This design comes from an exercise in tuning for small area, a short achievable clock period and few clock cycles per item on the open sky130 flow, not from production work.
The RTL was checked by simulation tests, not by an equivalence proof against the original design.
Power and IR drop assume default switching activity.

File: flow/config.mk
export PLATFORM = sky130hd
export DESIGN_NAME = el2_exu_div_ctl
export DESIGN_NICKNAME = el2_exu_div_ctl
export VERILOG_FILES = /design/flow/design.v
export SDC_FILE = /design/flow/constraint.sdc
export NUM_CORES = 4
export LEC_CHECK = 0
export ABC_AREA = 1
export CAP_MARGIN = 20
export CORE_MARGIN = 2
export CORE_UTILIZATION = 30
export PLACE_DENSITY = 0.5
export SLEW_MARGIN = 20
export SETUP_SLACK_MARGIN = 8.5
export BUFFER_PORTS_ARGS = -buffer_cell sky130_fd_sc_hd__buf_1
File: flow/constraint.sdc
create_clock -name core_clock -period 15.0 [get_ports {clk}]
set_input_delay 3.0000 -clock core_clock [delete_from_list [all_inputs] [get_ports {clk}]]
set_output_delay 3.0000 -clock core_clock [all_outputs]
set_load 0.01 [all_outputs]
File: flow/design.v
module rvdff #( parameter WIDTH=1, SHORT=0 )
   (
     input logic [WIDTH-1:0] din,
     input logic           clk,
     input logic                   rst_l,
     output logic [WIDTH-1:0] dout
     );
if (SHORT == 1) begin
   assign dout = din;
end
else begin
   always_ff @(posedge clk or negedge rst_l) begin
      if (rst_l == 0)
        dout[WIDTH-1:0] <= 0;
      else
        dout[WIDTH-1:0] <= din[WIDTH-1:0];
   end
end
endmodule
module rvdffs #( parameter WIDTH=1, SHORT=0 )
   (
     input logic [WIDTH-1:0] din,
     input logic             en,
     input logic           clk,
     input logic                   rst_l,
     output logic [WIDTH-1:0] dout
     );
if (SHORT == 1) begin : genblock
   assign dout = din;
end
else begin : genblock
   rvdff #(WIDTH) dffs (.din((en) ? din[WIDTH-1:0] : dout[WIDTH-1:0]), .*);
end
endmodule
module rvdffe #( parameter WIDTH=1, SHORT=0, OVERRIDE=0 )
   (
     input  logic [WIDTH-1:0] din,
     input  logic           en,
     input  logic           clk,
     input  logic           rst_l,
     input  logic             scan_mode,
     output logic [WIDTH-1:0] dout
     );
if (SHORT == 1) begin : genblock
   if (1) begin : genblock
      assign dout = din;
   end
end
else begin : genblock
   if (1) begin: genblock
      rvdffs #(WIDTH) dff ( .* );
   end
end  
endmodule  
module rvtwoscomp #( parameter WIDTH=32 )
   (
     input logic [WIDTH-1:0] din,
     output logic [WIDTH-1:0] dout
     );
   logic [WIDTH-1:1]          dout_temp;    
   genvar                     i;
   for ( i = 1; i < WIDTH; i++ )  begin : flip_after_first_one
      assign dout_temp[i] = (|din[i-1:0]) ? ~din[i] : din[i];
   end : flip_after_first_one
   assign dout[WIDTH-1:0]  = { dout_temp[WIDTH-1:1], din[0] };
endmodule   
module el2_exu_div_ctl
  (
   input logic           clk,                        
   input logic           rst_l,                      
   input logic           valid,                      
   input logic           unsign,                     
   input logic           rem,                        
   input logic  [31:0]   dividend,                   
   input logic  [31:0]   divisor,                    
   input logic           cancel,                     
   output logic          finish_dly,                 
   output logic [31:0]   out                         
  );
   function automatic logic [5:0] lzc32(input logic [31:0] x);
      logic [31:0]      v;
      logic [31:0][4:0] c;
      integer l, i, n;
      v = x;
      c = '0;
      n = 32;
      for (l = 0; l < 5; l = l + 1) begin
         for (i = 0; i < 16; i = i + 1)
            if (i < n / 2) begin
               c[i] = v[2*i+1] ? c[2*i+1] : (c[2*i] | (5'd1 << l));
               v[i] = v[2*i+1] | v[2*i];
            end
         n = n / 2;
      end
      lzc32 = {v[0], c[0]};
   endfunction
   function automatic logic [31:0] cneg32(input logic [31:0] x, input logic n);
      logic [31:0] o;
      integer d, i;
      o = x;
      for (d = 1; d < 32; d = d * 2)
         for (i = 0; i < 32; i = i + 1)
            if ((i / d) % 2 == 1)
               o[i] = o[i] | o[(i / d) * d - 1];
      cneg32 = x ^ ({o[30:0], 1'b0} & {32{n}});
   endfunction
   function automatic logic [32:0] add32(input logic [31:0] a, input logic [31:0] b, input logic ci);
      logic [31:0] g, p, gg, pp;
      logic [32:0] c;
      integer d, i;
      g  = a & b;
      p  = a ^ b;
      gg = g;
      pp = p;
      gg[0] = g[0] | (p[0] & ci);
      for (d = 1; d < 32; d = d * 2)
         for (i = 2 * d - 1; i < 32; i = i + 2 * d) begin
            gg[i] = gg[i] | (pp[i] & gg[i - d]);
            pp[i] = pp[i] & pp[i - d];
         end
      for (d = 8; d >= 1; d = d / 2)
         for (i = 3 * d - 1; i < 32; i = i + 2 * d) begin
            gg[i] = gg[i] | (pp[i] & gg[i - d]);
            pp[i] = pp[i] & pp[i - d];
         end
      c = {gg, ci};
      add32 = {c[32], p ^ c[31:0]};
   endfunction
   logic        a_neg, b_neg;
   logic [31:0] a_abs;
   logic [5:0]  za, zb, la, lb;
   logic [6:0]  t;
   logic        dz, quick;
   logic        busy_ff, fin_ff;
   logic [3:0]  cnt_ff;
   logic        rem_ff, neg_ff, bneg_ff;
   logic [31:0] r_ff, q_ff;
   logic [31:0] e_ff;                                    
   logic [32:0] e_cur;
   logic [32:0] s1, s2;
   logic        ge1, ge2;
   logic [31:0] r1, r2;
   assign a_neg  = ~unsign & dividend[31];
   assign b_neg  = ~unsign & divisor[31];
   assign a_abs  = cneg32(dividend, a_neg);
   logic [33:0] b_x;
   assign b_x    = {{2{b_neg}}, divisor} ^ {34{~b_neg}};
   assign la     = lzc32(a_abs);
   assign za     = la[5] ? {1'b0, la[4:0]} : 6'd32;        
   assign lb     = lzc32(~b_x[31:0]);
   assign zb     = {1'b0, lb[4:0]};                      
   assign t      = {1'b0, zb} - {1'b0, za};              
   assign dz     = ~lb[5] & ~b_neg;
   assign quick  = dz | t[6];
   assign e_cur  = ({1'b1, e_ff} << {cnt_ff, 1'b0}) | (~({33{1'b1}} << {cnt_ff, 1'b0}) & {33{~bneg_ff}});
   assign s1     = add32(r_ff, {e_cur[30:0], ~bneg_ff}, ~bneg_ff);
   assign ge1    = e_cur[32] & e_cur[31] & s1[32];
   assign r1     = ge1 ? s1[31:0] : r_ff;
   assign s2     = add32(r1, e_cur[31:0], ~bneg_ff);
   assign ge2    = e_cur[32] & s2[32];
   assign r2     = ge2 ? s2[31:0] : r1;
   always_ff @(posedge clk or negedge rst_l) begin
      if (!rst_l) begin
         busy_ff <= 1'b0;
         fin_ff  <= 1'b0;
      end
      else begin
         busy_ff <= ~cancel & (valid ? ~quick : (busy_ff & (cnt_ff != 4'd0)));
         fin_ff  <= ~cancel & (valid ? quick  : (busy_ff & (cnt_ff == 4'd0)));
      end
   end
   always_ff @(posedge clk) begin
      if (valid) begin
         cnt_ff  <= t[4:1];
         rem_ff  <= rem;
         neg_ff  <= rem ? a_neg : (dz | (~unsign & (dividend[31] ^ divisor[31])));
         bneg_ff <= b_neg;
         r_ff    <= a_abs;
         q_ff    <= {31'b0, dz};                      
         e_ff    <= b_x[31:0];
      end
      else begin
         cnt_ff  <= cnt_ff - 4'd1;
         r_ff    <= r2;
         q_ff    <= {q_ff[29:0], ge1, ge2};
      end
   end
   logic [31:0] res;
   assign res        = ({32{fin_ff &  rem_ff}} & r_ff) |
                       ({32{fin_ff & ~rem_ff}} & q_ff);
   assign finish_dly = fin_ff & ~cancel;
   assign out        = {32{~cancel}} & cneg32(res, fin_ff & neg_ff);
endmodule  
File: flow/flow/run.sh
#!/bin/bash
set -e
echo "export SETUP_SLACK_MARGIN = 8.5" >> config.mk
echo "export BUFFER_PORTS_ARGS = -buffer_cell sky130_fd_sc_hd__buf_1" >> config.mk
cp config.mk config_used.log
bash standard.sh > standard.log 2>&1
File: flow/standard.sh
#!/bin/bash
# synth_recipe.tcl (not shown) runs the flow's synth.tcl, then flattens the netlist and writes it again
# the make line also repeats each setting of config.mk as NAME=value (left out here)
make -C /OpenROAD-flow-scripts/flow DESIGN_CONFIG=/design/flow/config.mk WORK_HOME=/design/flow/orfs CLKGATE_MAP_FILE= SYNTH_SCRIPT=/design/flow/synth_recipe.tcl "${@:-finish}"
==> impl_metrics.ini, run 1 <==
[power]
p_leak_uw = 0.00638
p_per_area_nw_per_um2 = 250
peakVddDrop_mv = 0.132

[route]
vias = 11873
drtIter0Drc = 801
drt-vias-per-instance = 4.97
ant_nets = 0
wire_per_inst_um = 16.6
drc_errors = 0
first_pass_iters = 5
wirelength_mm = 39.6

[worst_hold_path]
hp-class = flop to flop
hold_start = q_ff[16]

[layout]
n_antenna_cell = 0
syn2layout_area_growth_pct = 18.3
fin_cells = 2388
fin_nets = 2038
final_cell_mix = 441 x nand2_1, 242 x inv_1, 136 x nand3_1, 126 x nor2_1, 90 x o21ai_0
drive_gt1_share_pct = 15.1
fillCellCount = 4229
final_area_um2 = 13700
layout_commonest_cell = nand2_1

[grt]
grt_pass1_wl_mm = 61.5
grt.overflow.total = 0
grt_util_all_layers_pct = 19.3
antenna_found_initial = 0
grt_start_max_net_pins = 67
grt_pass1_vias = 11126

[timing]
max_clock_freq_mhz = 153
slew_viol_final = 0
rsz0062_at_grt = true
finalSetupViolations = 0
fin_hold_ws_ns = 0.420
period_needed_ns = 6.56
worst_pin_slew_ns = 0.863
setup_tns_ns = 0
relSlewSlack_pct = 41.8
finalHoldViolCount = 0
fin_skew_ns = 0.0113
min_period_over_period_pct = 43.7

[clock_tree]
clkTransAtPathRegs_ns = 0.08
cts_root_buf = clkbuf_16
cts_tree = built
clk_latency_ns = 0.37
clkSinkCount = 105
cts_made_buffers = 9
htreeDepth = 3
clockBufferDepth = 2
cts_hold_buf = 0

[yosys]
yosys_warnings = 1
synth_nets = 1940
syn_inst = 1768
ys_seq_area_share_pct = 21.2
synth_area_um2 = 11600
ys_ff_latch = 105
syn_area_per_cell_um2 = 6.56
ys_types = 58

[die]
die_h_um = 201
ios = 103
dieArea_um2 = 40300
placeableCoreArea_um2 = 38400
row_count = 72
start_util_pct = 30.2
die_w_um = 201

[worst_setup_path]
crit_family = buffers and inverters
required_ns = 12.00
critPathLaunchType = primary input
slowest_delay_ns = 0.15
crit_type = primary input to output port
crit_buf_inv = 3
crit_start = cancel
worstReg2RegStart = cnt_ff[0]
cp.arrival_ns = 3.56
cp_cell_sequence = buf_16 -> clkinv_8 -> o21ai_2 -> a21oi_1 -> buf_2
cp_max_fo = 8
cp_slowest_cell = buf_2
endpoint_kind = output port

[placement]
dp.cells = 2330
hpwl_mm = 30.9
port_buffers = 102
dpl_cell_area_um2 = 12300
gp_congestion = 0.951

[job]
maxCapViolations = 0

[status]
status = finished clean
==> area by class of cell <==
cell class              count  area, um2  share of cell area, %
flip-flops and latches    105       2470                   18.0
multi-input cells        1342       8350                   60.8
clock inverters             6       80.1                  0.584
clock buffers               9        225                   1.64
repair buffers            144        876                   6.38
inverters                 259       1020                   7.41
repair inverters            5       53.8                  0.392
well taps                 518        648                   4.72
==> metrics by stage <==
stage                     setup slack, ns  util [%]  power (uW)
after detailed placement             7.20      32.0        2740
after floorplan                      8.49         -        2170
final                                8.44      35.8        3430
after CTS                            8.45      34.2        3160
after global routing                 8.41      35.8        3770
after global placement               7.27      32.0        2740
==> cell usage after synthesis, drive strengths merged <==
cell,instances,share of area (%)
clkinv,2,0.11
nand4,11,0.59
or2,3,0.16
nor2,158,6.1
a21oi,101,4.4
buf,42,2.7
o31ai,2,0.13
a32oi,1,0.075
dfrtp,2,0.43
fa,34,5.9
o221ai,5,0.38
o31a,1,0.075
dfxtp,68,12
a31oi,7,0.38
o21bai,3,0.19
nor3,15,0.69
xor2,27,2.3
nand3b,2,0.13
o21a,7,0.45
xnor2,30,2.3
nor4,2,0.11
edfxtp,35,9.1
a22oi,2,0.17
a211oi,2,0.13
o21ai,159,7.4
o211ai,15,0.97
a21o,12,0.78
clkbuf,22,0.71
o2111ai,3,0.23
and3,3,0.16
ha,68,7.3
nand2,474,16
mux2i,5,0.43
and2,1,0.054
o22ai,42,2.3
nand3,144,6.5
a221oi,1,0.075
inv,257,8.3
==> cell families after synthesis <==
family	count (synthesis)	share of synthesized area (%)
AND/OR/NAND/NOR	813	30.6
AO/OA/AOI/OAI	363	18.1
buffers and inverters	323	11.8
flip-flops	105	21.2
adder cells (fa/ha/maj)	102	13.2
XOR/XNOR	57	4.56
multiplexers	5	0.431
==> where the power goes <==
group | switching (uW) | internal [uW] | leakage, uW | total, uW
combinational | 1670 | 1040 | 0.00530 | 2710
sequential | 101 | 366 | 0.000930 | 467
clock | 122 | 139 | 0.000157 | 261
total | 1890 | 1540 | 0.00638 | 3430
==> final timing paths <==
path                            depth (start not counted)  slack (ns)  endpoint
worst max-delay path                                    5        8.44   out[27]
worst min-delay path                                    2        0.42  q_ff[18]
worst max register to register                         31        8.80  r_ff[29]
worst min register to register                          2        0.42  q_ff[18]
max in group asynchronous                               1       12.29    fin_ff
min in group asynchronous                               1        2.47    fin_ff
==> per-layer routing <==
metal	vias to the layer above	part of all wire (%)	GRT usage (%)	routed length, um
met5	-	0	0	0
li1	5988	-	-	-
met4	0	2.4	5.00	962
met3	48	6.3	3.23	2490
met2	365	42	29.4	16800
met1	5472	49	28.2	19400
==> what timing repair did <==
action / in CTS / in global routing
endpoints found under the hold margin: 0 / 0
cloned: 9 / 1
buffers inserted: 18 / 15
gates resized for setup: 119 / 104
setup endpoints to repair: 66 / 65
pin swaps: 13 / 14
==> registers in the layout, summed over array words and instances, names as in the netlist <==
register / count
e_ff: 32
q_ff: 32
r_ff: 32
cnt_ff: 4
bneg_ff: 1
busy_ff: 1
fin_ff: 1
neg_ff: 1
rem_ff: 1
==> worst register-to-register path: cells and delay by family (launching register included) <==
| family | cells | cell delay [ns] |
|---|---|---|
| compound gates | 15 | 2.92 |
| fa+ha+maj | 3 | 1.11 |
| buf+inv | 4 | 0.67 |
| flops | 1 | 0.37 |
| simple gates | 9 | 1.04 |
Testbench counts, summed over its fixed seeds: cycles 16,266, items 3,200.
==> run 2: changes to the inputs <==
--- a/flow/config.mk
+++ b/flow/config.mk
@@ -9,6 +9,7 @@
 export CAP_MARGIN = 20
 export CORE_MARGIN = 2
 export CORE_UTILIZATION = 30
+export GPL_ROUTABILITY_DRIVEN = 0
 export PLACE_DENSITY = 0.5
 export SLEW_MARGIN = 20
 export SETUP_SLACK_MARGIN = 8.5
==> impl_metrics.ini, run 2 <==
[status]
status = finished clean

[timing]
slew_viol_final = 0
min_period_over_period_pct = 43.8
setup_tns_ns = 0
worst_pin_slew_ns = 0.826
fin_skew_ns = 0.0112
period_needed_ns = 6.56
finalSetupViolations = 0
max_clock_freq_mhz = 152
relSlewSlack_pct = 44.9
finalHoldViolCount = 0
rsz0062_at_grt = true

[clock_tree]
cts_root_buf = clkbuf_16
clk_latency_ns = 0.38
cts_tree = built
htreeDepth = 3
clockBufferDepth = 2
cts_made_buffers = 9
clkSinkCount = 105
clkTransAtPathRegs_ns = 0.07

[power]
p_sw_share_pct = 55.3
p_per_area_nw_per_um2 = 245
switchingPower_uw = 1860
sequentialPowerShare_pct = 13.9
p_leak_uw = 0.00639
clockPowerShare_pct = 7.1
peakVddDrop_mv = 0.106
p_int_uw = 1500
comb_power_share_pct = 79.0

[worst_setup_path]
cp.arrival_ns = 3.56
endpoint_kind = output port
worstReg2RegStart = cnt_ff[0]
cp_slowest_cell = buf_2
crit_start = cancel
cp_max_fo = 6
crit_type = primary input to output port
critPathLaunchType = primary input
slowest_delay_ns = 0.15
crit_buf_inv = 3
required_ns = 12.00
crit_family = buffers and inverters
r2r_slack_ns = 8.77
cp_cell_sequence = buf_16 -> inv_12 -> o21ai_2 -> a21oi_1 -> buf_2

[worst_hold_path]
hold_start = q_ff[11]
hp-class = flop to flop

[yosys]
syn_inst = 1768
async_flop_share_pct = 1.90
ys_seq_area_share_pct = 21.2
synth_flop_cell = dfxtp_1
yosys-top-cells-area = nand2_1 15%, dfxtp_1 12%, edfxtp_1 9.1%, inv_1 8.1%, ha_1 7.3%
synthMostInstantiatedCell = nand2_1
synth_area_leader_cell = nand2_1
synth_common_cells = 453 x nand2_1, 249 x inv_1, 138 x nand3_1
synth-edff-count = 35
synth_top_area_share_pct = 14.7
syn_area_per_cell_um2 = 6.56
ys_ff_latch = 105
synth_area_um2 = 11600
synth_nets = 1940
yosys_warnings = 1
ys_types = 58

[layout]
largestRegisters = e_ff (32), q_ff (32), r_ff (32)
layout_commonest_cell = nand2_1
fin_cells = 2393
postLayoutCoreUtil_pct = 35.7
fin_nets = 2042
syn2layout_area_growth_pct = 18.1
n_antenna_cell = 0
final_cell_mix = 441 x nand2_1, 242 x inv_1, 138 x nand3_1, 126 x nor2_1, 90 x o21ai_0
drive_gt1_share_pct = 14.9

[die]
ios = 103
dieArea_um2 = 40300
die_h_um = 201
placeableCoreArea_um2 = 38400
start_util_pct = 30.2
die_w_um = 201
row_count = 72

[route]
ant_nets = 0
vias = 11822
first_pass_iters = 7
drt-vias-per-instance = 4.94
wirelength_mm = 38.9
wire_per_inst_um = 16.2
drc_errors = 0
drtIter0Drc = 1025

[placement]
hpwl_mm = 29.9
dp.cells = 2329
port_buffers = 102

[grt]
antenna_found_initial = 0
grt_util_all_layers_pct = 18.8
grt_pass1_wl_mm = 59.7
grt_start_max_net_pins = 67
grt_pass1_vias = 10832
grt.overflow.total = 0

[job]
maxCapViolations = 0
run 2: cell types whose count changed in the layout (fill, tap and decap cells not counted), sizes merged:
cell / delta
buf: +1
clkbuf: +2
clkinvlp: +4
inv: -2
clkinv: +2
bufinv: -2
run 2: worst min-delay path, stage by stage (launching register included):
cell and delay (ns):
dfxtp_1 0.30, inv_1 0.06, nor2_1 0.03
run 2: final cells by class:
cell class | instances | area (um2)
fillers | 4225 | 24700
multi-input cells | 1342 | 8290
flip-flops and latches | 105 | 2480
inverters | 259 | 1020
repair buffers | 147 | 930
well taps | 518 | 648
clock buffers | 9 | 225
repair inverters | 6 | 68.8
clock inverters | 7 | 55.1
run 2: power by group through the flow:
stage	Combinational [uW]	Clock, uW	Sequential [uW]
after floorplan	1760	0	411
after global placement	2260	0	459
after detailed placement	2270	0	459
after CTS	2430	244	457
after global routing	2980	257	476
final	2660	238	468
run 2: kinds of logic (layout without fill, tap and decap cells):
group | after synthesis | after routing | synth area share [%]
simple gates | 813 | 815 | 30.6
flops | 105 | 105 | 21.2
mux | 5 | 5 | 0.431
fa+ha+maj | 102 | 102 | 13.2
compound gates | 363 | 363 | 18.1
xor+xnor | 57 | 57 | 4.56
buf+inv | 323 | 428 | 11.8
run 2: path summary, 6_finish.rpt:
check / cells past startpoint / to
max: 5 / out[16]
min: 2 / q_ff[13]
max reg2reg: 38 / r_ff[31]
min reg2reg: 2 / q_ff[13]
max in group asynchronous: 1 / fin_ff
min in group asynchronous: 1 / busy_ff
run 2: through the flow:
step                      hold WS, ns  setup WS [ns]  instance area, um2  total power, uW
after floorplan                 0.405           8.49               11600             2170
after global placement          0.416           6.97               12300             2720
after detailed placement        0.420           6.79               12300             2730
after CTS                       0.429           8.45               13100             3130
after global routing            0.446           8.40               13700             3710
final                           0.427           8.44               13700             3370
run 2: layer usage:
| metal | wire length [um] | global-route usage, % | share of wire (%) | up-vias |
|---|---|---|---|---|
| li1 | - | - | - | 6006 |
| met1 | 18600 | 26.5 | 48 | 5391 |
| met2 | 16800 | 29.2 | 43 | 376 |
| met3 | 2530 | 3.70 | 6.5 | 49 |
| met4 | 917 | 5.58 | 2.4 | 0 |
| met5 | 0 | 0 | 0 | - |
run 2: repair_timing:
action	4_1_cts	5_1_grt
gates resized for setup	107	111
hold buffers	0	0
buffers inserted	15	20
hold endpoints to repair	0	0
pin swaps	10	15
setup endpoints to repair	66	63
gates cloned	10	3
==> run 3: changes to the inputs <==
--- a/flow/config.mk
+++ b/flow/config.mk
@@ -8,9 +8,9 @@
 export ABC_AREA = 1
 export CAP_MARGIN = 20
 export CORE_MARGIN = 2
-export CORE_UTILIZATION = 30
+export CORE_UTILIZATION = 40
 export GPL_ROUTABILITY_DRIVEN = 0
-export PLACE_DENSITY = 0.5
+export PLACE_DENSITY = 0.6
 export SLEW_MARGIN = 20
 export SETUP_SLACK_MARGIN = 8.5
 export BUFFER_PORTS_ARGS = -buffer_cell sky130_fd_sc_hd__buf_1
==> impl_metrics.ini, run 3 <==
[route]
drtIter0Drc = 1074
vias = 11809
drt-vias-per-instance = 5.24
wire_per_inst_um = 15.9
drc_errors = 0
first_pass_iters = 5
wirelength_mm = 35.9
ant_nets = 0

[layout]
fin_nets = 2038
final_cell_mix = 451 x nand2_1, 244 x inv_1, 137 x nand3_1, 128 x nor2_1, 100 x o21ai_0
postLayoutCoreUtil_pct = 46.6
largestRegisters = e_ff (32), q_ff (32), r_ff (32)
layout_commonest_cell = nand2_1
drive_gt1_share_pct = 13.3
fin_cells = 2255
n_antenna_cell = 0
syn2layout_area_growth_pct = 14.8
fillCellCount = 2923

[grt]
grt_pass1_vias = 10720
grt.overflow.total = 0
grt_pass1_wl_mm = 56.6
antenna_found_initial = 1
grt_start_max_net_pins = 70
grt_util_all_layers_pct = 23.3

[die]
start_util_pct = 40.5
dieArea_um2 = 30400
row_count = 62
placeableCoreArea_um2 = 28600
ios = 103
die_w_um = 174
die_h_um = 174

[clock_tree]
cts_hold_buf = 0
cts_made_buffers = 9
htreeDepth = 3
clk_latency_ns = 0.37
cts_tree = built
cts_root_buf = clkbuf_16
clkSinkCount = 105
clockBufferDepth = 2
clkTransAtPathRegs_ns = 0.08

[worst_setup_path]
slowest_delay_ns = 0.15
worstReg2RegStart = cnt_ff[0]
crit_type = primary input to output port
endpoint_kind = output port
cp.arrival_ns = 3.61
cp_max_fo = 5
rr_worst_depth = 35
required_ns = 12.00
worst_r2r_endpoint = r_ff[29]
crit_buf_inv = 3
cp_slowest_cell = buf_2
critPathLaunchType = primary input
r2r_slack_ns = 8.71
cp_cell_sequence = buf_16 -> clkinvlp_4 -> o21ai_1 -> a21oi_1 -> buf_2
crit_family = buffers and inverters
crit_start = cancel

[timing]
relSlewSlack_pct = 44.2
setup_tns_ns = 0
fin_skew_ns = 0.0127
max_clock_freq_mhz = 151
finalSetupViolations = 0
slew_viol_final = 0
rsz0062_at_grt = true
period_needed_ns = 6.61
fin_hold_ws_ns = 0.430
min_period_over_period_pct = 44.0
finalHoldViolCount = 0
worst_pin_slew_ns = 0.828

[yosys]
synth_common_cells = 453 x nand2_1, 249 x inv_1, 138 x nand3_1
synth-edff-count = 35
ys_seq_area_share_pct = 21.2
synth_area_leader_cell = nand2_1
synth_top_area_share_pct = 14.7
yosys-top-cells-area = nand2_1 15%, dfxtp_1 12%, edfxtp_1 9.1%, inv_1 8.1%, ha_1 7.3%
yosys_warnings = 1
async_flop_share_pct = 1.90
synth_nets = 1940
ys_types = 58
ys_ff_latch = 105
synth_flop_cell = dfxtp_1
synthMostInstantiatedCell = nand2_1
syn_area_per_cell_um2 = 6.56
syn_inst = 1768
synth_area_um2 = 11600

[worst_hold_path]
hp-class = flop to flop
hold_start = q_ff[15]
holdPathEnd = q_ff[17]
hold_depth = 2

[power]
p_total_uw = 3320
p_leak_uw = 0.00634
p_per_area_nw_per_um2 = 249
peakVddDrop_mv = 0.137

[status]
status = finished clean

[job]
maxCapViolations = 0

[placement]
dp.cells = 2196
hpwl_mm = 27.7
port_buffers = 102
[run 3: cell counts after synthesis]
No cell type changed its count.
[run 3: kinds of logic (layout without fill, tap and decap cells)]
kind of cell             count (synthesis)  count (layout)  share of synthesized area [%]
AND/OR/NAND/NOR                        813             815                           30.6
AO/OA/AOI/OAI                          363             363                           18.1
buffers and inverters                  323             424                           11.8
flip-flops                             105             105                           21.2
adder cells (fa/ha/maj)                102             102                           13.2
XOR/XNOR                                57              57                           4.56
multiplexers                             5               5                          0.431
[run 3: cell type report]
type	count	area [um2]	area share, %
multi-input combinational	1342	8160	61.2
tap	384	480	3.61
clock buffer	10	229	1.72
timing repair buffer	143	867	6.51
clock inverter	6	55.1	0.413
inverter	259	1010	7.60
timing repair inverter	6	42.5	0.319
sequential	105	2480	18.6
[run 3: worst max-delay path by stage]
stage	to	slack, ns	depth (start not counted)
detailed placement	r_ff[21]	7.51	37
global placement	r_ff[13]	7.62	36
global route	r_ff[29]	8.32	38
CTS	out[10]	8.42	5
finish	out[31]	8.39	5
floorplan	out[13]	8.49	2
[run 3: report_power, final]
part           switching [uW]  total [uW]  internal, uW  leakage [uW]
logic                    1610        2610           999       0.00527
clock network             121         238           117      0.000140
registers                 105         472           367      0.000931
total                    1830        3320          1480       0.00634
[run 3: routing by layer]
metal / track usage (%) / part of all wire, % / up-vias
met5: 0 / 0 / -
met4: 7.00 / 3.5 / 0
met3: 3.96 / 7.5 / 69
met2: 34.3 / 41 / 449
met1: 34.5 / 48 / 5308
li1: - / - / 5983
[run 3: per-stage QoR]
step	setup WS (ns)	cell area, um2
6_report	8.39	13300
5_1_grt	8.32	13300
4_1_cts	8.42	12800
3_5_place_dp	7.51	12100
3_3_place_gp	7.62	12100
2_1_floorplan	8.49	11600
[run 3: timing repair]
item                       4_1_cts  5_1_grt
cloned                           8        4
buffers inserted                10       21
pin swaps                        8       10
setup endpoints to repair       66       64
gates resized for setup         78       87
[run 3: worst register-to-register path: cells and delay by family (launching register included)]
| kind | cells | cell delay (ns) |
|---|---|---|
| flops | 1 | 0.42 |
| compound gates | 16 | 2.44 |
| simple gates | 11 | 1.08 |
| fa+ha+maj | 4 | 1.55 |
| buf+inv | 3 | 0.34 |
| mux | 1 | 0.34 |
==> run 4: changes to the inputs <==
==> flow/flow/run.sh (replaced) <==
#!/bin/bash
set -e
echo "export SETUP_SLACK_MARGIN = 8.25" >> config.mk
echo "export BUFFER_PORTS_ARGS = -buffer_cell sky130_fd_sc_hd__buf_1" >> config.mk
cp config.mk config_used.log
bash standard.sh > standard.log 2>&1
--- a/flow/config.mk
+++ b/flow/config.mk
@@ -9,8 +9,7 @@
 export CAP_MARGIN = 20
 export CORE_MARGIN = 2
 export CORE_UTILIZATION = 40
-export GPL_ROUTABILITY_DRIVEN = 0
 export PLACE_DENSITY = 0.6
 export SLEW_MARGIN = 20
-export SETUP_SLACK_MARGIN = 8.5
+export SETUP_SLACK_MARGIN = 8.25
 export BUFFER_PORTS_ARGS = -buffer_cell sky130_fd_sc_hd__buf_1
==> impl_metrics.ini, run 4 <==
[worst_setup_path]
cp_cell_sequence = buf_12 -> clkinvlp_4 -> buf_6 -> o21ai_0 -> a21oi_1 -> buf_1
crit_type = primary input to output port
rr_worst_depth = 36
endpoint_kind = output port
crit_start = cancel
cp.arrival_ns = 3.72
critPathLaunchType = primary input
cp_slowest_cell = buf_1
worstReg2RegStart = cnt_ff[0]
cp_max_fo = 17
required_ns = 12.00
slowest_delay_ns = 0.16

[route]
wirelength_mm = 36.5
wire_per_inst_um = 16.3
ant_nets = 0
vias = 11736
drt-vias-per-instance = 5.24
first_pass_iters = 7
drc_errors = 0
drtIter0Drc = 1032

[clock_tree]
cts_hold_buf = 0
htreeDepth = 3
clkSinkCount = 105
clockBufferDepth = 2
cts_root_buf = clkbuf_16
clkTransAtPathRegs_ns = 0.09
cts_made_buffers = 9
clk_latency_ns = 0.36
cts_tree = built

[yosys]
synthMuxAreaShare_pct = 0.431
synth_area_leader_cell = nand2_1
synth-compound-area-share_pct = 18.1
ys_seq_area_share_pct = 21.2
synth_common_cells = 453 x nand2_1, 249 x inv_1, 138 x nand3_1
yosys_warnings = 1
synth-simple-area-share_pct = 30.6
ys_ff_latch = 105
synth_fa_ha_area_share_pct = 13.2
syn_inst = 1768
synth_nets = 1940
synth_top_family_by_area = simple AND/OR/NAND/NOR gates
synth_top_area_share_pct = 14.7
synth-xor-area-share_pct = 4.56
ys_types = 58
yosys-top-cells-area = nand2_1 15%, dfxtp_1 12%, edfxtp_1 9.1%, inv_1 8.1%, ha_1 7.3%
async_flop_share_pct = 1.90
synth_flop_cell = dfxtp_1
synthMostInstantiatedCell = nand2_1
synth-edff-count = 35
synth_area_um2 = 11600
syn_area_per_cell_um2 = 6.56

[power]
p_total_uw = 3280
p_sw_share_pct = 55.7
switchingPower_uw = 1830
peakVddDrop_mv = 0.112
sequentialPowerShare_pct = 14.3
comb_power_share_pct = 78.1
clockPowerShare_pct = 7.6
p_leak_uw = 0.00613
p_per_area_nw_per_um2 = 251
p_int_uw = 1450

[layout]
final_cell_mix = 444 x nand2_1, 242 x inv_1, 137 x nand3_1, 131 x nor2_1, 104 x o21ai_0
largestRegisters = e_ff (32), q_ff (32), r_ff (32)
layout_commonest_cell = nand2_1
n_antenna_cell = 0
syn2layout_area_growth_pct = 12.6
drive_gt1_share_pct = 10.8
fin_nets = 2022
postLayoutCoreUtil_pct = 45.6
fillCellCount = 3005

[die]
row_count = 62
dieArea_um2 = 30400
die_h_um = 174
ios = 103
start_util_pct = 40.5
die_w_um = 174
placeableCoreArea_um2 = 28600

[grt]
grt.overflow.total = 0
grt_pass1_vias = 10613
grt_pass1_wl_mm = 57.7
antenna_found_initial = 0
grt_start_max_net_pins = 67
grt_util_all_layers_pct = 23.9

[timing]
min_period_over_period_pct = 44.8
rsz0062_at_grt = true
fin_skew_ns = 0.0112
slew_viol_final = 0
worst_pin_slew_ns = 0.922
finalSetupViolations = 0
finalHoldViolCount = 0
period_needed_ns = 6.72
setup_tns_ns = 0
max_clock_freq_mhz = 149
relSlewSlack_pct = 37.9

[placement]
gp_congestion = 0.993
port_buffers = 102
hpwl_mm = 28.9

[worst_hold_path]
hold_depth = 2
hp-class = flop to flop
hold_start = q_ff[3]

[status]
status = finished clean

[job]
maxCapViolations = 0
run 4: logic make-up (layout without fill, tap and decap cells):
group / after synthesis / count (layout)
compound gates: 363 / 363
xor+xnor: 57 / 57
fa+ha+maj: 102 / 102
buf+inv: 323 / 408
flops: 105 / 105
mux: 5 / 5
simple gates: 813 / 815
run 4: what timing repair did:
action	in CTS	in global routing
setup buffers	7	12
gates resized for setup	36	80
setup endpoints to repair	66	47
pin swaps	3	16
endpoints found under the hold margin	0	0
gates cloned	5	3
run 4: area by class of cell:
| cell class | instances | area (um2) | area share [%] |
|---|---|---|---|
| timing repair inverter | 4 | 27.5 | 0.211 |
| clock inverter | 7 | 77.6 | 0.594 |
| inverter | 259 | 995 | 7.62 |
| tap | 384 | 480 | 3.68 |
| multi-input combinational | 1342 | 8120 | 62.1 |
| timing repair buffer | 129 | 666 | 5.10 |
| clock buffer | 9 | 225 | 1.72 |
| sequential | 105 | 2470 | 18.9 |
run 4: power by group through the flow:
stage / registers, uW / logic, uW / clock network, uW
CTS: 454 / 2350 / 253
finish: 469 / 2560 / 249
global route: 475 / 2890 / 265
detailed placement: 458 / 2280 / 0
global placement: 460 / 2260 / 0
floorplan: 411 / 1760 / 0
run 4: metrics by stage:
| stage | hold slack (ns) | area [um2] | std cells | setup WS (ns) |
|---|---|---|---|---|
| 5_1_grt | 0.441 | 13100 | 2239 | 8.17 |
| 2_1_floorplan | 0.405 | 11600 | 1768 | 8.38 |
| 3_3_place_gp | 0.416 | 12100 | 2196 | 7.52 |
| 6_report | 0.424 | 13100 | 2239 | 8.28 |
| 4_1_cts | 0.426 | 12600 | 2224 | 8.25 |
| 3_5_place_dp | 0.415 | 12100 | 2196 | 7.32 |
run 4: final timing paths:
check	to	slack [ns]
worst max register to register	r_ff[29]	8.65
min in group asynchronous	fin_ff	2.43
worst min-delay path	q_ff[5]	0.42
worst max-delay path	out[10]	8.28
worst min register to register	q_ff[5]	0.42
max in group asynchronous	busy_ff	12.41
run 4: metal layers:
layer  track usage, %  vias to the layer above  wire [um]
met5                0                        -          0
met3             3.06                       39       2780
li1                 -                     5958          -
met4             7.07                        0        907
met1             37.1                     5331      18100
met2             33.9                      408      14700
run 4: critical path, delay by kind of cell:
kind	cells	cell delay, ns
buffers and inverters	4	0.50
AO/OA/AOI/OAI	2	0.21
==> run 5: changes to the inputs <==
--- a/flow/config.mk
+++ b/flow/config.mk
@@ -9,6 +9,7 @@
 export CAP_MARGIN = 20
 export CORE_MARGIN = 2
 export CORE_UTILIZATION = 40
+export GPL_ROUTABILITY_DRIVEN = 0
 export PLACE_DENSITY = 0.6
 export SLEW_MARGIN = 20
 export SETUP_SLACK_MARGIN = 8.25
==> impl_metrics.ini, run 5 <==
[status]
status = finished clean

[die]
placeableCoreArea_um2 = 28600
row_count = 62
dieArea_um2 = 30400
ios = 103
start_util_pct = 40.5
die_h_um = 174
die_w_um = 174

[yosys]
synth_top_area_share_pct = 14.7
synth-compound-area-share_pct = 18.1
syn_inst = 1768
syn_area_per_cell_um2 = 6.56
synth_common_cells = 453 x nand2_1, 249 x inv_1, 138 x nand3_1
synthMuxAreaShare_pct = 0.431
synth-xor-area-share_pct = 4.56
synth_top_family_by_area = simple AND/OR/NAND/NOR gates
yosys_warnings = 1
ys_seq_area_share_pct = 21.2
ys_ff_latch = 105
synth_nets = 1940
ys_types = 58
synth_area_leader_cell = nand2_1
synthMostInstantiatedCell = nand2_1
synth_area_um2 = 11600
synth_fa_ha_area_share_pct = 13.2
synth_flop_cell = dfxtp_1
yosys-top-cells-area = nand2_1 15%, dfxtp_1 12%, edfxtp_1 9.1%, inv_1 8.1%, ha_1 7.3%
synth-edff-count = 35
synth-simple-area-share_pct = 30.6
async_flop_share_pct = 1.90

[timing]
worst_pin_slew_ns = 0.922
rsz0062_at_grt = true
fin_skew_ns = 0.0151
slew_viol_final = 0
period_needed_ns = 6.79
relSlewSlack_pct = 37.9
setup_tns_ns = 0
finalSetupViolations = 0
max_clock_freq_mhz = 147
finalHoldViolCount = 0
min_period_over_period_pct = 45.3

[worst_setup_path]
slowest_delay_ns = 0.19
cp_max_fo = 6
cp_cell_sequence = buf_1 -> buf_6 -> clkinvlp_4 -> o21ai_1 -> a21oi_1 -> buf_2
endpoint_kind = output port
critPathLaunchType = primary input
crit_family = buffers and inverters
crit_buf_inv = 4
cp.arrival_ns = 3.79
cp_slowest_cell = clkinvlp_4
crit_type = primary input to output port
required_ns = 12.00

[clock_tree]
cts_hold_buf = 0
clkSinkCount = 105
clkTransAtPathRegs_ns = 0.07
cts_made_buffers = 9
cts_tree = built
clk_latency_ns = 0.37
htreeDepth = 3
clockBufferDepth = 2
cts_root_buf = clkbuf_16

[layout]
fin_nets = 2026
syn2layout_area_growth_pct = 11.8
fillCellCount = 2973
largestRegisters = e_ff (32), q_ff (32), r_ff (32)
n_antenna_cell = 0
final_cell_mix = 446 x nand2_1, 245 x inv_1, 136 x nand3_1, 133 x nor2_1, 101 x o21ai_0
layout_commonest_cell = nand2_1
drive_gt1_share_pct = 11.2

[job]
maxCapViolations = 0

[grt]
grt.overflow.total = 0
grt_pass1_wl_mm = 55.3
grt_pass1_vias = 10327
antenna_found_initial = 1
grt_start_max_net_pins = 67
grt_util_all_layers_pct = 22.8

[placement]
port_buffers = 102
hpwl_mm = 27.8

[route]
vias = 11668
drc_errors = 0
ant_nets = 0
wirelength_mm = 35.3
drt-vias-per-instance = 5.20
first_pass_iters = 8
wire_per_inst_um = 15.7
drtIter0Drc = 1180

[power]
p_total_uw = 3170
p_leak_uw = 0.00617
p_per_area_nw_per_um2 = 245
peakVddDrop_mv = 0.115

[worst_hold_path]
hp-class = flop to flop
==> run 5: cell counts after synthesis <==
Identical to the previous run, type by type.
==> run 5: path summary, 6_finish.rpt <==
check | start | cells past startpoint | to | slack [ns]
min | q_ff[26] | 2 | q_ff[28] | 0.43
max in group asynchronous | rst_l | 1 | busy_ff | 12.39
max | cancel | 6 | out[12] | 8.21
min in group asynchronous | rst_l | 1 | fin_ff | 2.44
max reg2reg | cnt_ff[0] | 39 | r_ff[27] | 8.62
min reg2reg | q_ff[26] | 2 | q_ff[28] | 0.43
==> run 5: logic make-up (layout without fill, tap and decap cells) <==
group | count (synthesis) | in the layout
multiplexers | 5 | 5
buffers and inverters | 323 | 412
AND/OR/NAND/NOR | 813 | 815
AO/OA/AOI/OAI | 363 | 363
adder cells (fa/ha/maj) | 102 | 102
XOR/XNOR | 57 | 57
flip-flops | 105 | 105
==> run 5: power by group <==
| part | internal [uW] | total (uW) | leakage, uW | switching (uW) |
|---|---|---|---|---|
| Combinational | 919 | 2470 | 0.00510 | 1550 |
| Clock | 118 | 241 | 0.000142 | 123 |
| Sequential | 366 | 462 | 0.000931 | 96.3 |
==> run 5: per-stage QoR <==
step | util, % | area (um2) | std cells | setup WS, ns | hold WS [ns]
2_1_floorplan | - | 11600 | 1768 | 8.38 | 0.405
3_3_place_gp | 42.4 | 12100 | 2197 | 7.58 | 0.416
3_5_place_dp | 42.4 | 12100 | 2197 | 7.40 | 0.421
4_1_cts | 43.9 | 12600 | 2223 | 8.21 | 0.433
5_1_grt | 45.3 | 13000 | 2243 | 8.17 | 0.448
6_report | 45.3 | 13000 | 2243 | 8.21 | 0.429
==> run 5: timing repair <==
item | 4_1_cts | 5_1_grt
resized for setup | 27 | 96
pin swaps | 1 | 9
endpoints found under the setup margin | 60 | 64
setup buffers | 5 | 17
gates cloned | 5 | 3
==> run 5: tightest hold or removal path, delay by kind of cell (launching register included) <==
family / cells / cell delay [ns]
flip-flops: 1 / 0.30
buffers and inverters: 1 / 0.06
AND/OR/NAND/NOR: 1 / 0.04
==> run 5: cell type report <==
cell class	count	area [um2]	area share, %
Clock buffer	9	225	1.74
Clock inverter	7	67.6	0.521
Inverter	259	995	7.67
Multi-Input combinational cell	1342	8020	61.8
Sequential cell	105	2470	19.0
Tap cell	384	480	3.70
Timing Repair Buffer	132	687	5.29
Timing Repair inverter	5	35.0	0.270
==> run 5: layer usage <==
layer	vias up	global-route usage (%)	share of wire (%)
li1	5964	-	-
met1	5191	34.7	49
met2	466	32.3	40
met3	45	3.43	8.0
met4	2	8.30	2.8
met5	-	0	0.043
==> run 6: changes to the inputs <==
--- a/flow/config.mk
+++ b/flow/config.mk
@@ -8,9 +8,8 @@
 export ABC_AREA = 1
 export CAP_MARGIN = 20
 export CORE_MARGIN = 2
-export CORE_UTILIZATION = 40
-export GPL_ROUTABILITY_DRIVEN = 0
-export PLACE_DENSITY = 0.6
+export CORE_UTILIZATION = 30
+export PLACE_DENSITY = 0.5
 export SLEW_MARGIN = 20
 export SETUP_SLACK_MARGIN = 8.25
 export BUFFER_PORTS_ARGS = -buffer_cell sky130_fd_sc_hd__buf_1
==> impl_metrics.ini, run 6 <==
[status]
status = finished clean

[power]
sequentialPowerShare_pct = 14.2
p_total_uw = 3300
clockPowerShare_pct = 7.8
peakVddDrop_mv = 0.0924
p_per_area_nw_per_um2 = 249
p_int_uw = 1460
switchingPower_uw = 1850
p_leak_uw = 0.00618
comb_power_share_pct = 78.0
p_sw_share_pct = 55.8

[layout]
layout_commonest_cell = nand2_1
fin_nets = 2030
multi_input_area_um2 = 8070
syn2layout_area_growth_pct = 14.5
register_area_um2 = 2470
largestRegisters = e_ff (32), q_ff (32), r_ff (32)
drive_gt1_share_pct = 11.1
final_cell_mix = 447 x nand2_1, 243 x inv_1, 137 x nand3_1, 131 x nor2_1, 110 x o21ai_0
fillCellCount = 4263
n_antenna_cell = 0

[worst_setup_path]
cp_max_fo = 8
critPathLaunchType = primary input
required_ns = 12.00
r2r_slack_ns = 8.67
worst_r2r_endpoint = r_ff[30]
endpoint_kind = output port
cp_slowest_cell = buf_4
crit_buf_inv = 4
crit_type = primary input to output port
worstReg2RegStart = cnt_ff[0]
cp_cell_sequence = buf_16 -> clkinvlp_4 -> buf_4 -> o21ai_0 -> a21oi_1 -> buf_2
rr_worst_depth = 38
crit_family = buffers and inverters
cp.arrival_ns = 3.74
slowest_delay_ns = 0.15

[die]
die_h_um = 201
dieArea_um2 = 40300
die_w_um = 201
start_util_pct = 30.2
ios = 103
row_count = 72
placeableCoreArea_um2 = 38400

[timing]
setup_tns_ns = 0
min_period_over_period_pct = 44.9
slew_viol_final = 0
worst_pin_slew_ns = 0.938
fin_skew_ns = 0.0179
period_needed_ns = 6.74
relSlewSlack_pct = 36.8
finalSetupViolations = 0
rsz0062_at_grt = true
finalHoldViolCount = 0
max_clock_freq_mhz = 148

[worst_hold_path]
holdPathEnd = q_ff[3]
hold_depth = 2
hp-class = flop to flop
hold_start = q_ff[1]

[route]
drt-vias-per-instance = 4.91
drtIter0Drc = 937
wirelength_mm = 39.4
vias = 11702
ant_nets = 0
drc_errors = 0
wire_per_inst_um = 16.5
first_pass_iters = 5

[yosys]
ys_types = 58
synth_top_area_share_pct = 14.7
syn_area_per_cell_um2 = 6.56
synth_area_um2 = 11600
ys_seq_area_share_pct = 21.2
yosys_warnings = 1
synth_area_leader_cell = nand2_1
yosys-top-cells-area = nand2_1 15%, dfxtp_1 12%, edfxtp_1 9.1%, inv_1 8.1%, ha_1 7.3%
synth-edff-count = 35
syn_inst = 1768
synth_common_cells = 453 x nand2_1, 249 x inv_1, 138 x nand3_1
async_flop_share_pct = 1.90
synth_flop_cell = dfxtp_1
ys_ff_latch = 105
synth_nets = 1940
synthMostInstantiatedCell = nand2_1

[clock_tree]
cts_root_buf = clkbuf_16
htreeDepth = 3
clkTransAtPathRegs_ns = 0.07
cts_tree = built
cts_made_buffers = 9
clockBufferDepth = 2
cts_hold_buf = 0
clkSinkCount = 105
clk_latency_ns = 0.38

[grt]
antenna_found_initial = 0
grt_pass1_wl_mm = 61.0
grt_start_max_net_pins = 67
grt_util_all_layers_pct = 19.2
grt.overflow.total = 0
grt_pass1_vias = 10955

[placement]
port_buffers = 102
gp_congestion = 0.955
hpwl_mm = 31.0

[job]
maxCapViolations = 0
-- run 6: changes by cell type in the layout (fill, tap and decap cells not counted), sizes merged --
cell	change
buf	+10
bufinv	+1
clkbuf	-4
clkinvlp	-1
inv	-2
-- run 6: per-stage QoR --
stage	std cells	instance area (um2)	hold WS [ns]	worst slack (ns)	util [%]
floorplan	1768	11600	0.405	8.38	-
global placement	2330	12300	0.417	7.46	32.0
detailed placement	2330	12300	0.418	7.28	32.0
CTS	2358	12800	0.429	8.24	33.4
global route	2381	13300	0.447	8.21	34.6
finish	2381	13300	0.428	8.26	34.6
-- run 6: layer usage --
layer  global-route usage, %  part of all wire, %  vias to the layer above
li1                        -                    -                     5970
met1                    29.1                   50                     5336
met2                    28.3                   41                      346
met3                    2.40                  6.4                       50
met4                    5.19                  2.2                        0
met5                       0                    0                        -
-- run 6: tightest hold or removal path, cell delays in order, from the launching register on --
cell and delay, ns:
dfxtp_1 0.30, inv_1 0.06, nor2_1 0.04
-- run 6: cell type report --
cell class / instances / share of cell area [%]
Timing Repair Buffer: 137 / 5.72
Tap cell: 518 / 4.88
Sequential cell: 105 / 18.6
Inverter: 259 / 7.56
Clock buffer: 10 / 1.72
Timing Repair inverter: 4 / 0.207
Multi-Input combinational cell: 1342 / 60.7
Clock inverter: 6 / 0.546
-- run 6: repair_timing --
item,CTS,global route
setup endpoints to repair,66,50
gates cloned,5,4
resized for setup,43,70
setup buffers,7,19
pin swaps,2,13
-- run 6: how the worst max path moves through the flow --
| stage | startpoint | endpoint | slack, ns | cells past startpoint |
|---|---|---|---|---|
| floorplan | cancel | out[19] | 8.38 | 4 |
| global placement | cnt_ff[0] | r_ff[27] | 7.46 | 38 |
| detailed placement | cnt_ff[0] | r_ff[27] | 7.28 | 39 |
| CTS | cancel | out[19] | 8.24 | 6 |
| global route | cnt_ff[0] | r_ff[29] | 8.21 | 33 |
| finish | cancel | out[15] | 8.26 | 6 |
-- run 6: kinds of logic after synthesis --
logic type | count (synthesis) | synth area share, %
AND/OR/NAND/NOR | 813 | 30.6
AO/OA/AOI/OAI | 363 | 18.1
buffers and inverters | 323 | 11.8
flip-flops | 105 | 21.2
adder cells (fa/ha/maj) | 102 | 13.2
XOR/XNOR | 57 | 4.56
multiplexers | 5 | 0.431
-- run 6: power by group through the flow --
stage	clock (uW)	sequential, uW	combinational (uW)
6_report	257	470	2580
2_1_floorplan	0	411	1760
4_1_cts	261	457	2370
3_5_place_dp	0	462	2290
3_3_place_gp	0	464	2300
5_1_grt	271	479	2920
==> run 7: changes to the inputs <==
--- a/flow/config.mk
+++ b/flow/config.mk
@@ -9,6 +9,7 @@
 export CAP_MARGIN = 20
 export CORE_MARGIN = 2
 export CORE_UTILIZATION = 30
+export GPL_ROUTABILITY_DRIVEN = 0
 export PLACE_DENSITY = 0.5
 export SLEW_MARGIN = 20
 export SETUP_SLACK_MARGIN = 8.25
==> impl_metrics.ini, run 7 <==
[worst_setup_path]
cp_slowest_cell = buf_2
cp.arrival_ns = 3.70
critPathLaunchType = primary input
crit_buf_inv = 4
required_ns = 12.00
cp_max_fo = 12
cp_cell_sequence = buf_16 -> clkinvlp_4 -> buf_4 -> o21ai_0 -> a21oi_1 -> buf_2
crit_family = buffers and inverters
slowest_delay_ns = 0.15
crit_type = primary input to output port
endpoint_kind = output port

[timing]
rsz0062_at_grt = false
fin_skew_ns = 0.0110
setup_tns_ns = 0
period_needed_ns = 6.70
finalHoldViolCount = 0
fin_hold_ws_ns = 0.425
slew_viol_final = 0
max_clock_freq_mhz = 149
finalSetupViolations = 0
worst_pin_slew_ns = 0.882
relSlewSlack_pct = 40.6
min_period_over_period_pct = 44.7

[power]
comb_power_share_pct = 77.4
peakVddDrop_mv = 0.169
clockPowerShare_pct = 8.2
sequentialPowerShare_pct = 14.4
p_total_uw = 3310
p_sw_share_pct = 55.6
switchingPower_uw = 1840
p_leak_uw = 0.00617
p_per_area_nw_per_um2 = 250
p_int_uw = 1470

[yosys]
synth_area_leader_cell = nand2_1
async_flop_share_pct = 1.90
yosys_warnings = 1
ys_ff_latch = 105
synthMostInstantiatedCell = nand2_1
ys_seq_area_share_pct = 21.2
synth_top_area_share_pct = 14.7
syn_area_per_cell_um2 = 6.56
synth_nets = 1940
synth_flop_cell = dfxtp_1
synth-edff-count = 35
ys_types = 58
syn_inst = 1768
synth_common_cells = 453 x nand2_1, 249 x inv_1, 138 x nand3_1
synth_area_um2 = 11600
yosys-top-cells-area = nand2_1 15%, dfxtp_1 12%, edfxtp_1 9.1%, inv_1 8.1%, ha_1 7.3%

[layout]
layout_commonest_cell = nand2_1
n_antenna_cell = 0
largestRegisters = e_ff (32), q_ff (32), r_ff (32)
drive_gt1_share_pct = 10.5
final_cell_mix = 448 x nand2_1, 244 x inv_1, 136 x nand3_1, 134 x nor2_1, 107 x o21ai_0
fin_nets = 2028
syn2layout_area_growth_pct = 13.9

[route]
drt-vias-per-instance = 4.95
first_pass_iters = 6
drtIter0Drc = 1078
vias = 11783
drc_errors = 0
wire_per_inst_um = 16.3
ant_nets = 0
wirelength_mm = 38.8

[die]
row_count = 72
die_w_um = 201
start_util_pct = 30.2
die_h_um = 201
dieArea_um2 = 40300
ios = 103
placeableCoreArea_um2 = 38400

[grt]
grt_pass1_wl_mm = 60.3
grt_start_max_net_pins = 67
antenna_found_initial = 0
grt.overflow.total = 0
grt_pass1_vias = 10797
grt_util_all_layers_pct = 18.9

[clock_tree]
cts_tree = built
cts_made_buffers = 9
clk_latency_ns = 0.38
cts_root_buf = clkbuf_16
htreeDepth = 3
clockBufferDepth = 2
cts_hold_buf = 0
clkSinkCount = 105
clkTransAtPathRegs_ns = 0.07

[placement]
port_buffers = 102
hpwl_mm = 30.6

[job]
maxCapViolations = 0

[status]
status = finished clean

[worst_hold_path]
hp-class = flop to flop
## run 7: routing by layer
layer  global-route usage, %  vias up  part of all wire [%]
met1                    28.5     5383                    49
met5                       0        -                     0
met3                    3.36       44                   7.7
met4                    5.93        0                   2.9
li1                        -     5962                     -
met2                    26.9      394                    40
## run 7: through the flow
stage	setup slack, ns	area (um2)	instances	utilization, %
after floorplan	8.38	11600	1768	-
after global placement	7.35	12300	2329	32.0
after detailed placement	7.35	12300	2329	32.0
after CTS	8.25	12800	2357	33.4
after global routing	8.21	13200	2379	34.4
final	8.30	13200	2379	34.4
## run 7: logic make-up after synthesis
logic type               after synthesis  share of synthesized area, %
AO/OA/AOI/OAI                        363                          18.1
XOR/XNOR                              57                          4.56
flip-flops                           105                          21.2
AND/OR/NAND/NOR                      813                          30.6
adder cells (fa/ha/maj)              102                          13.2
buffers and inverters                323                          11.8
multiplexers                           5                         0.431
## run 7: worst register-to-register path, delay by kind of cell, from the launching register on
kind / cells / cell delay, ns
AOI/OAI and AO/OA: 14 / 2.84
adders and majority gates: 4 / 1.46
buffers and inverters: 4 / 0.42
DFF: 1 / 0.35
and+or+nand+nor: 11 / 1.17
## run 7: layout make-up
class                   count  area, um2
repair buffers            136        728
inverters                 259       1000
multi-input cells        1342       8020
flip-flops and latches    105       2470
clock inverters             4       56.3
repair inverters            3       20.0
fillers                  4211      25200
clock buffers              12        268
well taps                 518        648
## run 7: power groups by stage
stage | logic (uW) | clock network (uW) | registers (uW)
after floorplan | 1760 | 0 | 411
after global routing | 2880 | 284 | 483
after CTS | 2340 | 274 | 465
after global placement | 2270 | 0 | 470
final | 2560 | 271 | 477
after detailed placement | 2270 | 0 | 469
## run 7: final timing paths
kind / start / to / slack [ns] / cells past startpoint
min in group asynchronous: rst_l / busy_ff / 2.53 / 1
worst max register to register: cnt_ff[0] / r_ff[19] / 8.63 / 33
worst min register to register: q_ff[26] / q_ff[28] / 0.43 / 2
worst min-delay path: q_ff[26] / q_ff[28] / 0.43 / 2
worst max-delay path: cancel / out[16] / 8.30 / 6
max in group asynchronous: rst_l / fin_ff / 12.18 / 1
## run 7: what timing repair did
item                       CTS  global route
cloned                       4             3
resized for setup           38            65
pin swaps                    1             9
buffers inserted             8            19
setup endpoints to repair   66            53
==> run 8: changes to the inputs <==
--- a/flow/config.mk
+++ b/flow/config.mk
@@ -9,6 +9,8 @@
 export CAP_MARGIN = 20
 export CORE_MARGIN = 2
 export CORE_UTILIZATION = 30
+export CTS_CLUSTER_DIAMETER = 300
+export CTS_CLUSTER_SIZE = 60
 export GPL_ROUTABILITY_DRIVEN = 0
 export PLACE_DENSITY = 0.5
 export SLEW_MARGIN = 20
==> impl_metrics.ini, run 8 <==
[clock_tree]
clkTransAtPathRegs_ns = 0.07
clk_latency_ns = 0.38
htreeDepth = 3
clockBufferDepth = 2
cts_root_buf = clkbuf_16
cts_tree = built
cts_made_buffers = 9
clkSinkCount = 105
cts_hold_buf = 0

[yosys]
synth_common_cells = 453 x nand2_1, 249 x inv_1, 138 x nand3_1
ys_seq_area_share_pct = 21.2
yosys-top-cells-area = nand2_1 15%, dfxtp_1 12%, edfxtp_1 9.1%, inv_1 8.1%, ha_1 7.3%
yosys_warnings = 1
synth_area_um2 = 11600
synth_nets = 1940
synth_flop_cell = dfxtp_1
ys_types = 58
syn_inst = 1768
ys_ff_latch = 105
synth_area_leader_cell = nand2_1
syn_area_per_cell_um2 = 6.56
synth_top_area_share_pct = 14.7
async_flop_share_pct = 1.90
synth-edff-count = 35
synthMostInstantiatedCell = nand2_1

[layout]
fin_nets = 2028
drive_gt1_share_pct = 10.5
final_area_um2 = 13200
final_cell_mix = 448 x nand2_1, 244 x inv_1, 136 x nand3_1, 134 x nor2_1, 107 x o21ai_0
layout_commonest_cell = nand2_1
syn2layout_area_growth_pct = 13.9
largestRegisters = e_ff (32), q_ff (32), r_ff (32)
n_antenna_cell = 0
postLayoutCoreUtil_pct = 34.4

[die]
ios = 103
start_util_pct = 30.2
die_h_um = 201
die_w_um = 201
placeableCoreArea_um2 = 38400
dieArea_um2 = 40300
row_count = 72

[timing]
worst_pin_slew_ns = 0.882
min_period_over_period_pct = 44.7
finalSetupViolations = 0
setup_tns_ns = 0
max_clock_freq_mhz = 149
period_needed_ns = 6.70
slew_viol_final = 0
relSlewSlack_pct = 40.6
rsz0062_at_grt = false
fin_skew_ns = 0.0110
finalHoldViolCount = 0

[power]
p_total_uw = 3310
p_leak_uw = 0.00617
p_per_area_nw_per_um2 = 250
peakVddDrop_mv = 0.169

[worst_setup_path]
required_ns = 12.00
crit_type = primary input to output port
crit_family = buffers and inverters
cp.depth = 6
critPathLaunchType = primary input
cp.arrival_ns = 3.70
endpoint_kind = output port
slowest_delay_ns = 0.15
crit_buf_inv = 4
cp_cell_sequence = buf_16 -> clkinvlp_4 -> buf_4 -> o21ai_0 -> a21oi_1 -> buf_2
cp_max_fo = 12
cp_slowest_cell = buf_2
rr_worst_depth = 33

[route]
drtIter0Drc = 1078
vias = 11783
first_pass_iters = 6
wire_per_inst_um = 16.3
ant_nets = 0
drt-vias-per-instance = 4.95
wirelength_mm = 38.8
drc_errors = 0

[grt]
grt_start_max_net_pins = 67
grt_util_all_layers_pct = 18.9
grt_pass1_wl_mm = 60.3
grt.overflow.total = 0
grt_pass1_vias = 10797
antenna_found_initial = 0

[worst_hold_path]
hp-class = flop to flop
hold_depth = 2

[job]
maxCapViolations = 0

[status]
status = finished clean

[placement]
port_buffers = 102
hpwl_mm = 30.6
dpl_cell_area_um2 = 12300
[run 8: final timing paths]
| path | startpoint | to | slack, ns |
|---|---|---|---|
| worst max-delay path | cancel | out[16] | 8.30 |
| worst min-delay path | q_ff[26] | q_ff[28] | 0.43 |
| worst max register to register | cnt_ff[0] | r_ff[19] | 8.63 |
| worst min register to register | q_ff[26] | q_ff[28] | 0.43 |
| max in group asynchronous | rst_l | fin_ff | 12.18 |
| min in group asynchronous | rst_l | busy_ff | 2.53 |
[run 8: cells by family (layout without fill, tap and decap cells)]
kind of cell | Yosys count | in the layout | synth area share, %
compound gates | 363 | 363 | 18.1
xor+xnor | 57 | 57 | 4.56
fa+ha+maj | 102 | 102 | 13.2
buf+inv | 323 | 414 | 11.8
flops | 105 | 105 | 21.2
mux | 5 | 5 | 0.431
simple gates | 813 | 815 | 30.6
[run 8: routing by layer]
metal,global-route usage (%),up-vias,routed length [um]
met5,0,-,0
met4,5.93,0,1140
met3,3.36,44,2980
met2,26.9,394,15500
met1,28.5,5383,19100
li1,-,5962,-
[run 8: metrics by stage]
step,worst slack [ns],instances,hold slack [ns]
floorplan,8.38,1768,0.405
global placement,7.35,2329,0.413
detailed placement,7.35,2329,0.415
CTS,8.25,2357,0.428
global route,8.21,2379,0.443
finish,8.30,2379,0.425
[run 8: layout make-up]
cell class                      count  area, um2
Multi-Input combinational cell   1342       8020
Sequential cell                   105       2470
Clock inverter                      4       56.3
Timing Repair inverter              3       20.0
Clock buffer                       12        268
Tap cell                          518        648
Inverter                          259       1000
Fill cell                        4211      25200
Timing Repair Buffer              136        728
[run 8: worst reg2reg max path: cells and delay by family (launching register included)]
kind / cells / cell delay, ns
DFF: 1 / 0.35
AOI/OAI and AO/OA: 14 / 2.84
buffers and inverters: 4 / 0.42
adders and majority gates: 4 / 1.46
and+or+nand+nor: 11 / 1.17
[run 8: timing repair]
action	in CTS	in global routing
pin swaps	1	9
gates cloned	4	3
gates resized for setup	38	65
endpoints found under the setup margin	66	53
hold endpoints to repair	0	0
buffers inserted	8	19
[run 8: power breakdown]
group | internal, uW | switching (uW) | total, uW
clock | 147 | 125 | 271
sequential | 367 | 111 | 477
combinational | 955 | 1610 | 2560
total | 1470 | 1840 | 3310
==> run 9: changes to the inputs <==
--- a/flow/config.mk
+++ b/flow/config.mk
@@ -9,8 +9,8 @@
 export CAP_MARGIN = 20
 export CORE_MARGIN = 2
 export CORE_UTILIZATION = 30
-export CTS_CLUSTER_DIAMETER = 300
-export CTS_CLUSTER_SIZE = 60
+export CTS_CLUSTER_DIAMETER = 150
+export CTS_CLUSTER_SIZE = 40
 export GPL_ROUTABILITY_DRIVEN = 0
 export PLACE_DENSITY = 0.5
 export SLEW_MARGIN = 20
==> impl_metrics.ini, run 9 <==
[worst_setup_path]
slowest_delay_ns = 0.15
worstReg2RegStart = cnt_ff[0]
cp.arrival_ns = 3.70
endpoint_kind = output port
r2r_slack_ns = 8.63
crit_start = cancel
critPathLaunchType = primary input
cp_slowest_cell = buf_2
crit_family = buffers and inverters
crit_type = primary input to output port
crit_buf_inv = 4
cp_max_fo = 12
cp_cell_sequence = buf_16 -> clkinvlp_4 -> buf_4 -> o21ai_0 -> a21oi_1 -> buf_2
required_ns = 12.00

[grt]
grt_pass1_wl_mm = 60.3
grt.overflow.total = 0
grt_pass1_vias = 10797
antenna_found_initial = 0
grt_start_max_net_pins = 67
grt_util_all_layers_pct = 18.9

[clock_tree]
clockBufferDepth = 2
htreeDepth = 3
cts_tree = built
clkSinkCount = 105
cts_root_buf = clkbuf_16
clkTransAtPathRegs_ns = 0.07
cts_hold_buf = 0
cts_made_buffers = 9
clk_latency_ns = 0.38

[layout]
fin_nets = 2028
drive_gt1_share_pct = 10.5
syn2layout_area_growth_pct = 13.9
fillCellCount = 4211
layout_commonest_cell = nand2_1
final_cell_mix = 448 x nand2_1, 244 x inv_1, 136 x nand3_1, 134 x nor2_1, 107 x o21ai_0
register_area_um2 = 2470
n_antenna_cell = 0
multi_input_area_um2 = 8020
largestRegisters = e_ff (32), q_ff (32), r_ff (32)

[yosys]
syn_inst = 1768
ys_ff_latch = 105
syn_area_per_cell_um2 = 6.56
synth_top_area_share_pct = 14.7
yosys_warnings = 1
synth-edff-count = 35
synth_area_leader_cell = nand2_1
synth_common_cells = 453 x nand2_1, 249 x inv_1, 138 x nand3_1
ys_types = 58
synth_area_um2 = 11600
yosys-top-cells-area = nand2_1 15%, dfxtp_1 12%, edfxtp_1 9.1%, inv_1 8.1%, ha_1 7.3%
ys_seq_area_share_pct = 21.2
synthMostInstantiatedCell = nand2_1
synth_flop_cell = dfxtp_1
async_flop_share_pct = 1.90
synth_nets = 1940

[timing]
slew_viol_final = 0
max_clock_freq_mhz = 149
rsz0062_at_grt = false
min_period_over_period_pct = 44.7
setup_slack_ns = 8.30
period_needed_ns = 6.70
finalHoldViolCount = 0
finalSetupViolations = 0
relSlewSlack_pct = 40.6
fin_skew_ns = 0.0110
worst_pin_slew_ns = 0.882
setup_tns_ns = 0

[die]
die_w_um = 201
placeableCoreArea_um2 = 38400
dieArea_um2 = 40300
start_util_pct = 30.2
die_h_um = 201
ios = 103
row_count = 72

[placement]
port_buffers = 102
hpwl_mm = 30.6
place_ws_ns = 7.35

[power]
peakVddDrop_mv = 0.169
p_leak_uw = 0.00617
p_per_area_nw_per_um2 = 250

[worst_hold_path]
hold_start = q_ff[26]
hp-class = flop to flop

[route]
wirelength_mm = 38.8
vias = 11783
drt-vias-per-instance = 4.95
drc_errors = 0
wire_per_inst_um = 16.3
ant_nets = 0
drtIter0Drc = 1078
first_pass_iters = 6

[status]
status = finished clean

[job]
maxCapViolations = 0
-- run 9: stage by stage --
stage / util, % / std cells / instance area [um2] / total power, uW / hold WS, ns
after detailed placement: 32.0 / 2329 / 12300 / 2740 / 0.415
after global placement: 32.0 / 2329 / 12300 / 2740 / 0.413
final: 34.4 / 2379 / 13200 / 3310 / 0.425
after CTS: 33.4 / 2357 / 12800 / 3080 / 0.428
after floorplan: - / 1768 / 11600 / 2170 / 0.405
after global routing: 34.4 / 2379 / 13200 / 3640 / 0.443
-- run 9: worst min-delay path: cells and delay by family, from the launching register on --
| family | cells | cell delay [ns] |
|---|---|---|
| buffers and inverters | 1 | 0.05 |
| and+or+nand+nor | 1 | 0.03 |
| DFF | 1 | 0.30 |
-- run 9: timing repair --
action / in CTS / in global routing
endpoints found under the setup margin: 66 / 53
buffers inserted: 8 / 19
gates cloned: 4 / 3
resized for setup: 38 / 65
pin swaps: 1 / 9
-- run 9: path summary, 6_finish.rpt --
kind / endpoint / cells after the start
worst max-delay path: out[16] / 6
worst min-delay path: q_ff[28] / 2
worst max register to register: r_ff[19] / 33
worst min register to register: q_ff[28] / 2
max in group asynchronous: fin_ff / 1
min in group asynchronous: busy_ff / 1
-- run 9: kinds of logic after synthesis --
logic type,synth area share [%]
adder cells (fa/ha/maj),13.2
AO/OA/AOI/OAI,18.1
buffers and inverters,11.8
multiplexers,0.431
flip-flops,21.2
AND/OR/NAND/NOR,30.6
XOR/XNOR,4.56
-- run 9: routing by layer --
layer | wire length, um | vias to the layer above | GRT usage, %
met5 | 0 | - | 0
met4 | 1140 | 0 | 5.93
met3 | 2980 | 44 | 3.36
met2 | 15500 | 394 | 26.9
met1 | 19100 | 5383 | 28.5
li1 | - | 5962 | -
-- run 9: power by group --
group / internal (uW) / switching (uW)
Sequential: 367 / 111
Combinational: 955 / 1610
Clock: 147 / 125
-- run 9: cell type report --
type / count / area share (%)
multi-input combinational: 1342 / 60.7
sequential: 105 / 18.7
inverter: 259 / 7.58
timing repair buffer: 136 / 5.51
tap: 518 / 4.91
clock buffer: 12 / 2.03
clock inverter: 4 / 0.426
timing repair inverter: 3 / 0.152

## what the ideal ports hide
No port has a modelled driver above. Below, the same layouts with a new extraction and two added sets of constraints.
Step 1 (the two cells are an assumption about what drives the block):
set clk [get_ports {clk}]
set_driving_cell -lib_cell sky130_fd_sc_hd__clkbuf_16 $clk
set_driving_cell -lib_cell sky130_fd_sc_hd__buf_2 [delete_from_list [all_inputs] $clk]
Step 2 adds t to the input delays and takes it off the output delays; t is the mean of the earliest and latest rising clock arrival at the registers after step 1. Input paths then give back, and output paths get back, about the clock's delay inside the block.
a / b / c = ideal ports / drivers / drivers and shift; a / b = the first two.
run	t (ns)	setup WS [ns]	hold slack, ns	worst setup path at the end	cell pins on the clock port's net
run 1	0.411	8.443 / 8.347 / 8.347	0.420 / 0.420 / 0.420	input to output	1
run 2	0.417	8.435 / 8.325 / 8.325	0.427 / 0.427 / 0.427	input to output	1
run 3	0.413	8.395 / 8.224 / 8.224	0.430 / 0.430 / 0.430	input to output	1
run 4	0.407	8.276 / 8.223 / 8.223	0.424 / 0.424 / 0.424	input to output	1
run 5	0.409	8.212 / 8.189 / 8.189	0.429 / 0.429 / 0.429	input to output	1
run 6	0.415	8.259 / 8.193 / 8.193	0.428 / 0.428 / 0.428	input to output	1
run 7	0.422	8.299 / 8.237 / 8.237	0.425 / 0.425 / 0.425	input to output	1
run 8	0.422	8.299 / 8.237 / 8.237	0.425 / 0.425 / 0.425	input to output	1
run 9	0.422	8.299 / 8.237 / 8.237	0.425 / 0.425 / 0.425	input to output	1
After both steps setup and hold are still met in every run listed. For run 3, which loses most, drivers alone change the setup slack by -0.171 ns; drivers and shift together by -0.171 ns.
